This design comes from an exercise in tuning for small area, a short achievable clock period and few clock cycles on the open sky130 flow, not from production work. The RTL was checked by simulation tests, not by an equivalence proof against the original design. Power is estimated from default activity; no workload was simulated.

File: flow/run.sh
#!/bin/bash
# synth_recipe.tcl (not shown) runs the flow's synth.tcl, then flattens the netlist and writes it again
# the make line also repeats each setting of config.mk as NAME=value (left out here)
make -C /OpenROAD-flow-scripts/flow DESIGN_CONFIG=/design/flow/config.mk WORK_HOME=/design/flow/orfs CLKGATE_MAP_FILE= SYNTH_SCRIPT=/design/flow/synth_recipe.tcl finish
File: flow/config.mk
export PLATFORM = sky130hd
export DESIGN_NAME = LASER
export DESIGN_NICKNAME = LASER
export VERILOG_FILES = /design/flow/design.v
export SDC_FILE = /design/flow/constraint.sdc
export NUM_CORES = 4
export LEC_CHECK = 0
export CAP_MARGIN = 20
export CORE_MARGIN = 2
export CORE_UTILIZATION = 40
export PLACE_DENSITY = 0.6
export SLEW_MARGIN = 20
File: flow/constraint.sdc
create_clock -name core_clock -period 10.0 [get_ports {CLK}]
set_input_delay 2.0000 -clock core_clock [delete_from_list [all_inputs] [get_ports {CLK}]]
set_output_delay 2.0000 -clock core_clock [all_outputs]
set_load 0.01 [all_outputs]
File: flow/design.v
module LASER (
    input CLK,
    input RST,
    input [3:0] X,
    input [3:0] Y,
    output reg [3:0] C1X,
    output reg [3:0] C1Y,
    output reg [3:0] C2X,
    output reg [3:0] C2Y,
    output reg DONE
);
integer i;
genvar gv_i;
reg [2:0] state, next_state;
localparam Idle = 3'd0;
localparam ReadData = 3'd1;
localparam FindC_0 = 3'd2;
localparam FindC_1 = 3'd3;
localparam Count_0 = 3'd4;
localparam Count_1 = 3'd5;
localparam Compare = 3'd6;
localparam Output = 3'd7;
reg [3:0] pts [39:0][1:0];
reg [5:0] cnt;
wire [5:0] cnt_add_1 = cnt + 6'd1;
wire read_end = (cnt == 6'd39);
wire [4:0] cnt_mul_20 = (cnt == 0) ? 5'd0 : 5'd20;
reg [3:0] cx, cy;
wire [3:0] cx_begin_0 = 4'd15, cy_begin_0 = 4'd0;
wire [3:0] cx_begin_1 = 4'd12, cy_begin_1 = 4'd2; 
wire [3:0] cx_end = 4'd3, cy_end = 4'd12;
wire find_end = (cx == cx_end && cy == cy_end);
wire [3:0] cx_next = (cx == cx_end) ? 4'd13 : cx - 4'd1;
wire [3:0] cy_next = (cx == cx_end) ? cy + 4'd1 : cy;
reg [4:0] cx_max, cy_max;
reg in_curr [39:0];
reg in_curr_max [39:0];
reg in_circle [39:0];
wire in_both [39:0];
wire in [19:0];
generate 
    for (gv_i = 0; gv_i < 20; gv_i = gv_i + 1) begin: CK
        wire [3:0] x_sel = pts[cnt_mul_20 + gv_i][0]; 
        wire [3:0] y_sel = pts[cnt_mul_20 + gv_i][1];
        checkIn u_ck (.x(x_sel), .y(y_sel), .cx(cx), .cy(cy), .in(in[gv_i]));
    end
endgenerate
generate
    for (gv_i = 0; gv_i < 40; gv_i = gv_i + 1) begin
        assign in_both[gv_i] = (in_curr[gv_i] || in_circle[gv_i]); 
    end
endgenerate
wire [1:0] in_both_1 [19:0];
reg  [1:0] in_both_1_reg [19:0];
wire [2:0] in_both_2 [9:0];
wire [3:0] in_both_3 [4:0];
generate
    for (gv_i = 0; (gv_i << 1) < 40; gv_i = gv_i + 1) begin
        assign in_both_1[gv_i] = in_both[(gv_i << 1)] + in_both[(gv_i << 1) + 1];
    end
    for (gv_i = 0; (gv_i << 1) < 20; gv_i = gv_i + 1) begin
        assign in_both_2[gv_i] = in_both_1_reg[(gv_i << 1)] + in_both_1_reg[(gv_i << 1) + 1];
    end
    for (gv_i = 0; (gv_i << 1) < 10; gv_i = gv_i + 1) begin
        assign in_both_3[gv_i] = in_both_2[(gv_i << 1)] + in_both_2[(gv_i << 1) + 1];
    end
endgenerate
wire [4:0] t0 = (in_both_3[4] + in_both_3[3]) , t1 = (in_both_3[2] + in_both_3[1]);
wire [5:0] in_curr_total = t0 + t1 + in_both_3[0]; 
reg [5:0] in_total_max;
reg [5:0] last_in_total_max;
reg last_state;      
reg improve;
wire changeXY = (last_state) ? (C1X != cx || C1Y != cy) : (C2X != cx || C2Y != cy);
always @(*) begin
    next_state = state;
    case(state) 
        Idle:
            next_state = ReadData;
        ReadData:
            if (read_end) next_state = FindC_0;
        FindC_0:
            next_state = FindC_1;
        FindC_1:
            if (cnt == 6'd1) next_state = Count_0;
        Count_0:
            next_state = Count_1;
        Count_1:
            if (find_end) next_state = Compare;
            else next_state = FindC_1;
        Compare: begin
            if (!improve && (last_in_total_max == in_total_max)) begin
                next_state = Output;
            end
            else begin
                next_state = FindC_1;
            end
        end
        Output: begin
            if (DONE) begin
                next_state = ReadData;    
            end 
        end
    endcase
end
always@(posedge CLK or posedge RST) begin
    if (RST) begin 
        DONE <= 1'b0;
        state <= Idle;
    end
    else begin
        if (state == Output && !DONE) begin
            DONE <= 1'b1;
        end
        else begin
            DONE <= 1'b0;
        end
        state <= next_state;        
    end
end
always @(posedge CLK) begin    
    case (state)
        Idle: begin
            C1X <= 4'd0; C1Y <= 4'd0;
            C2X <= 4'd0; C2Y <= 4'd0;
            cx_max <= 0; cy_max <= 0;
            cnt <= 6'd1;
            pts[39][0] <= X;
            pts[39][1] <= Y;
            improve <= 1'b1;
            for (i = 0; i < 40; i = i + 1) begin
                in_curr[i] <= 0;
                in_curr_max[i] <= 0;
                in_circle[i] <= 0;
            end
            for (i = 0; i < 20; i = i + 1) begin
                in_both_1_reg[i] <= 0;
            end
        end
        ReadData: begin
            cnt <= cnt_add_1;
            C1X <= 4'd0; C1Y <= 4'd0;
            C2X <= 4'd0; C2Y <= 4'd0;
            cx_max <= 0; cy_max <= 0;
            improve <= 1'b1;
            for (i = 0; i < 40; i = i + 1) begin
                in_curr[i] <= 0;
                in_curr_max[i] <= 0;
                in_circle[i] <= 0;
            end
            for (i = 0; i < 20; i = i + 1) begin
                in_both_1_reg[i] <= 0;
            end
            pts[39][0] <= X;
            pts[39][1] <= Y;
            for (i = 0; i < 39; i = i + 1) begin
                pts[i][0] <= pts[i+1][0];
                pts[i][1] <= pts[i+1][1];
            end
            in_total_max <= 0;
            last_in_total_max <= 0;
            last_state <= 1'b0;
        end
        FindC_0: begin
            cx <= cx_begin_0;
            cy <= cy_begin_0;
            cnt <= 6'd0;
        end
        FindC_1: begin
            cnt <= cnt_add_1;
            for (i = 0; i < 20; i = i + 1) begin
                in_curr[cnt_mul_20 + i] <= in[i];
            end
        end
        Count_0: begin
            for (i = 0; i < 20; i = i + 1) begin
                in_both_1_reg[i] <= in_both_1[i];
            end
        end
        Count_1: begin
            cnt <= 6'd0;
            if (find_end) begin
                cx <= cx_begin_1;
                cy <= cy_begin_1;
                last_state <= ~last_state;
            end
            else begin
                cx <= cx_next;
                cy <= cy_next;
            end
            if (in_curr_total >= in_total_max) begin
                if (changeXY || (in_curr_total > in_total_max)) begin
                    for (i = 0; i < 40; i = i + 1) begin
                        in_curr_max[i] <= in_curr[i];
                    end
                    cx_max <= cx;
                    cy_max <= cy;
                    in_total_max <= in_curr_total;                    
                end
            end
        end
        Compare: begin
            if (last_state) begin
                C1X <= cx_max;
                C1Y <= cy_max;
            end
            else begin
                C2X <= cx_max;
                C2Y <= cy_max;
            end
            if (last_in_total_max == in_total_max) begin
                if (improve) begin
                    improve <= 1'b0;
                    in_total_max <= 0;
                end
                else begin
                    improve <= 1'b1;
                end
            end
            else begin
                last_in_total_max <= in_total_max;
                in_total_max <= 0;
            end
            for (i = 0; i < 40; i = i + 1) begin
                in_circle[i] <= in_curr_max[i];
            end
        end
        Output: begin
            cnt <= 6'b0;
        end
    endcase
end
endmodule
module checkIn (
    input [3:0] x, y, cx, cy,
    output in
);
    wire [3:0] xd_abs = (x > cx) ? x - cx : cx - x;
    wire [3:0] yd_abs = (y > cy) ? y - cy : cy - y;
    wire [3:0] ld, sd;
    assign ld = (xd_abs > yd_abs) ? xd_abs : yd_abs;
    assign sd = (xd_abs > yd_abs) ? yd_abs : xd_abs;
    assign in = ((ld <= 4'd4 && sd <= 4'd0) || 
                 (ld <= 4'd3 && sd <= 4'd2)); 
endmodule
==> notes.md <==
result of the run finished clean; post-route antenna net violation count 0; global-route usage over all layers 18.3%; cell count after synthesis 2994; GRT overflow 0; most numerous cell on the critical path fa_1; async set-or-reset flop fraction in the synthesized netlist less than 1%; instance area after placement roughly 37000 um2; count of pins on the block boundary 27; unrepaired setup endpoints after global routing false; worst endpoint data arrival time about 7.2 ns; clock skew around 0.028 ns; CTS sink cnt 536; layout cell share with drive strength beyond 1 under 10%; number of antenna violations at the first check in global routing 0; type of the most critical hold path register to register; routing usage on met2 a little over 30%; vias per std cell 5.23; setup violation total in the final timing report 0; count of distinct cell types in the synthesized netlist 76; fillers about 8100; Clock Tree Buf Depth 3; vias in the first global route 22221; peak supply drop approximately 0.00012 V; floorplan core area between 80000 and 90000 um2; area growth from synthesis to layout 10.6%; Total Routed Length between 80 and 90 mm; Vias 22283; DR pass1 iterations 5; DRC marker count from the first detailed-route iteration roughly 1400; Lkg Pwr 16.9 nW; power consumption ~4.6 mW; worst slack on hold paths approximately 0.43 ns; power density over cell area 118 nW/um2; maximum number of pins on one net before global-route repair around 160; most crowded layer after global routing met2; number of hold violations in the final report 0; top post-synthesis cells by area edfxtp_1 43%, ha_1 14%, mux2i_1 7.0%, fa_1 6.5%, inv_1 3.7%; CTS H-Tree Depth 2; # placed instances 4155; slowest stage cell on the critical path fa_1; clock latency on the worst-skew pair around 0.63 ns; met3 usage under 10%; Seq/Total Area, Yosys between 40% and 50%; top cell type's share of synthesized area roughly 43%; Die Area between 90000 and 100000 um2; overall die width around 300 um; Final HPWL DP between 50 and 60 mm; clock-pin slew on the worst setup and hold paths 0.06 ns; Ant. Diodes 0; maximum achievable frequency roughly 140 MHz; final total negative setup slack 0 ns; leading cell types in the layout, fill and taps excluded 499 x edfxtp_1, 404 x ha_1, 343 x inv_1; most common cell after layout, fill and taps aside edfxtp_1; Synth warnings 9; crit end category register; setup bufs post-CTS 0; effective utilization at floorplan roughly 40%; fraction of met1 tracks used by global routing between 20% and 30%; number of standard cells in the layout, taps in and fillers out between 4000 and 5000; Final Max Tran Viols 0; worst path cell trace fa_1 > fa_1 > fa_1 > fa_1 > fa_1 > inv_1 > fa_1 > inv_1 > ha_1 > fa_1 > a21o_1 > a21oi_1 > xnor2_1 > ha_1 > nand2_1 > or2_2 > a311oi_1 > a211oi_1 > nor3_2 > buf_4; critical path launch point type register; Final Instance Area a little under 40000 um2; CTS tree done; IO Port Bufs 26; Critical Setup Path Class register to register; post-layout util between 40 and 50%; largest reg by FF count pts; time the worst path needs with I/O delays and setup around 6.9 ns; Post-synth EDFFs approximately 500; Root Buffer Master clkbuf_16; largest stage delay on the critical path roughly 0.55 ns; net count after synthesis around 3500; # DRC 0; Worst Setup Slack post-DPL around 3.0 ns; most area-hungry cell type in the Yosys netlist edfxtp_1; wire length of the first global-routing pass roughly 130 mm; least setup slack across all paths after layout between 3 and 4 ns; Critical Path RT between 10 and 15 ns; Vert. Die Dim about 300 um; mean area per synthesized cell 11.8 um2; flop and latch count out of synthesis roughly 540; synthesized cell area approximately 35000 um2; wire length per cell approximately 19 um; Final #Nets between 3000 and 4000; post-CTS sizing 0; Row Count between 100 and 150; total CTS buffers 60; final cycle utilization of the critical path about 70%; number of maximum-capacitance violations 0; Relative slew margins 29.5%; Most used DFF post-synth edfxtp_1; final RePlAce weighted congestion around 0.83; number of flip-flops under the largest register name between 300 and 400; hold bufs inserted after CTS 0; Worst Path Max Fanout 48; slew at the pin closest to its max-slew limit roughly 1.1 ns
-- final timing paths --
kind | from | to | slack [ns] | depth (start not counted)
min | pts[68][2] | pts[70][2] | 0.43 | 0
min reg2reg | pts[68][2] | pts[70][2] | 0.43 | 0
max | in_both_1_reg[0][1] | in_curr_max[25] | 3.09 | 20
min in group asynchronous | RST | DONE | 1.56 | 2
max in group asynchronous | RST | state[1] | 8.28 | 2
max reg2reg | in_both_1_reg[0][1] | in_curr_max[25] | 3.09 | 20
-- per-layer routing --
metal | share of wire (%) | wire, um | vias up
li1 | - | - | 10905
met1 | 47 | 38600 | 10899
met2 | 47 | 38200 | 363
met3 | 3.7 | 3080 | 116
met4 | 2.8 | 2310 | 0
met5 | 0 | 0 | -
-- Yosys cell counts, drive strengths merged, types with 15 or more instances --
library cell / n
xnor2: 49
a21oi: 189
o21ai: 78
nor2: 78
mux2: 48
and2: 112
a21o: 91
o211ai: 29
ha: 404
nand2: 193
fa: 114
and4: 43
a211oi: 16
or2: 43
mux2i: 250
nor3: 20
o32ai: 15
edfxtp: 499
o22ai: 15
nor2b: 26
clkbuf: 41
xor2: 27
inv: 346
and3: 56
dfxtp: 33
nand3: 44
nand4: 18
-- cell families (layout without fill, tap and decap cells) --
kind of cell / Yosys count / after routing / share of synthesized area, %
AO/OA/AOI/OAI: 502 / 502 / 9.24
XOR/XNOR: 76 / 76 / 1.89
adder cells (fa/ha/maj): 518 / 518 / 20.8
buffers and inverters: 400 / 511 / 4.31
flip-flops: 536 / 536 / 44.7
multiplexers: 298 / 298 / 8.78
AND/OR/NAND/NOR: 664 / 664 / 10.2
-- power breakdown --
group | internal [mW] | switching [mW] | leakage [nW]
registers | 2.41 | 0 | 4.73
logic | 0.00306 | 0.000875 | 11.2
clock network | 1.25 | 0.911 | 0.917
-- cell type report --
class / count / area [um2] / share of cell area, %
Multi-Input combinational cell: 2058 / 18000 / 46.2
Sequential cell: 536 / 15700 / 40.4
Clock inverter: 29 / 313 / 0.803
Tap cell: 1155 / 1450 / 3.71
Inverter: 346 / 1300 / 3.34
Timing Repair Buffer: 60 / 541 / 1.39
Clock buffer: 76 / 1590 / 4.09
-- critical path: cells and delay by family, from the launching register on --
kind                       cells  cell delay (ns)
AOI/OAI and AO/OA              4             0.74
buffers and inverters          3             0.64
and+or+nand+nor                3             0.48
DFF                            1             0.41
xor gates and xnor gates       1             0.12
adders and majority gates      9             4.09
Testbench counts, summed over its fixed seeds: cycles 237,757.

## port drivers added, routing unchanged
How much do the figures lean on ideal ports? The routed layout below was timed once more, with nothing changed but the port constraints. Step 1 assumes that a clkbuf_16 drives the clock port and a buf_2 every other input. Step 2 moves the port delays by t, midway between the first and last clock arrival at a register: inputs arrive t later, outputs are due t later. That takes back most of the time a late clock gives input paths. Slacks: ideal ports / drivers / drivers and shift; pairs: ideal ports / drivers.
t, ns: 0.691
setup slack, ns: 3.092 / 3.092 / 3.092
worst register clock-pin slew, ns: 0.07 / 0.07
After both steps setup and hold are still met in this run. For this run, drivers alone change the setup slack by 0.000 ns; drivers and shift together by 0.000 ns.
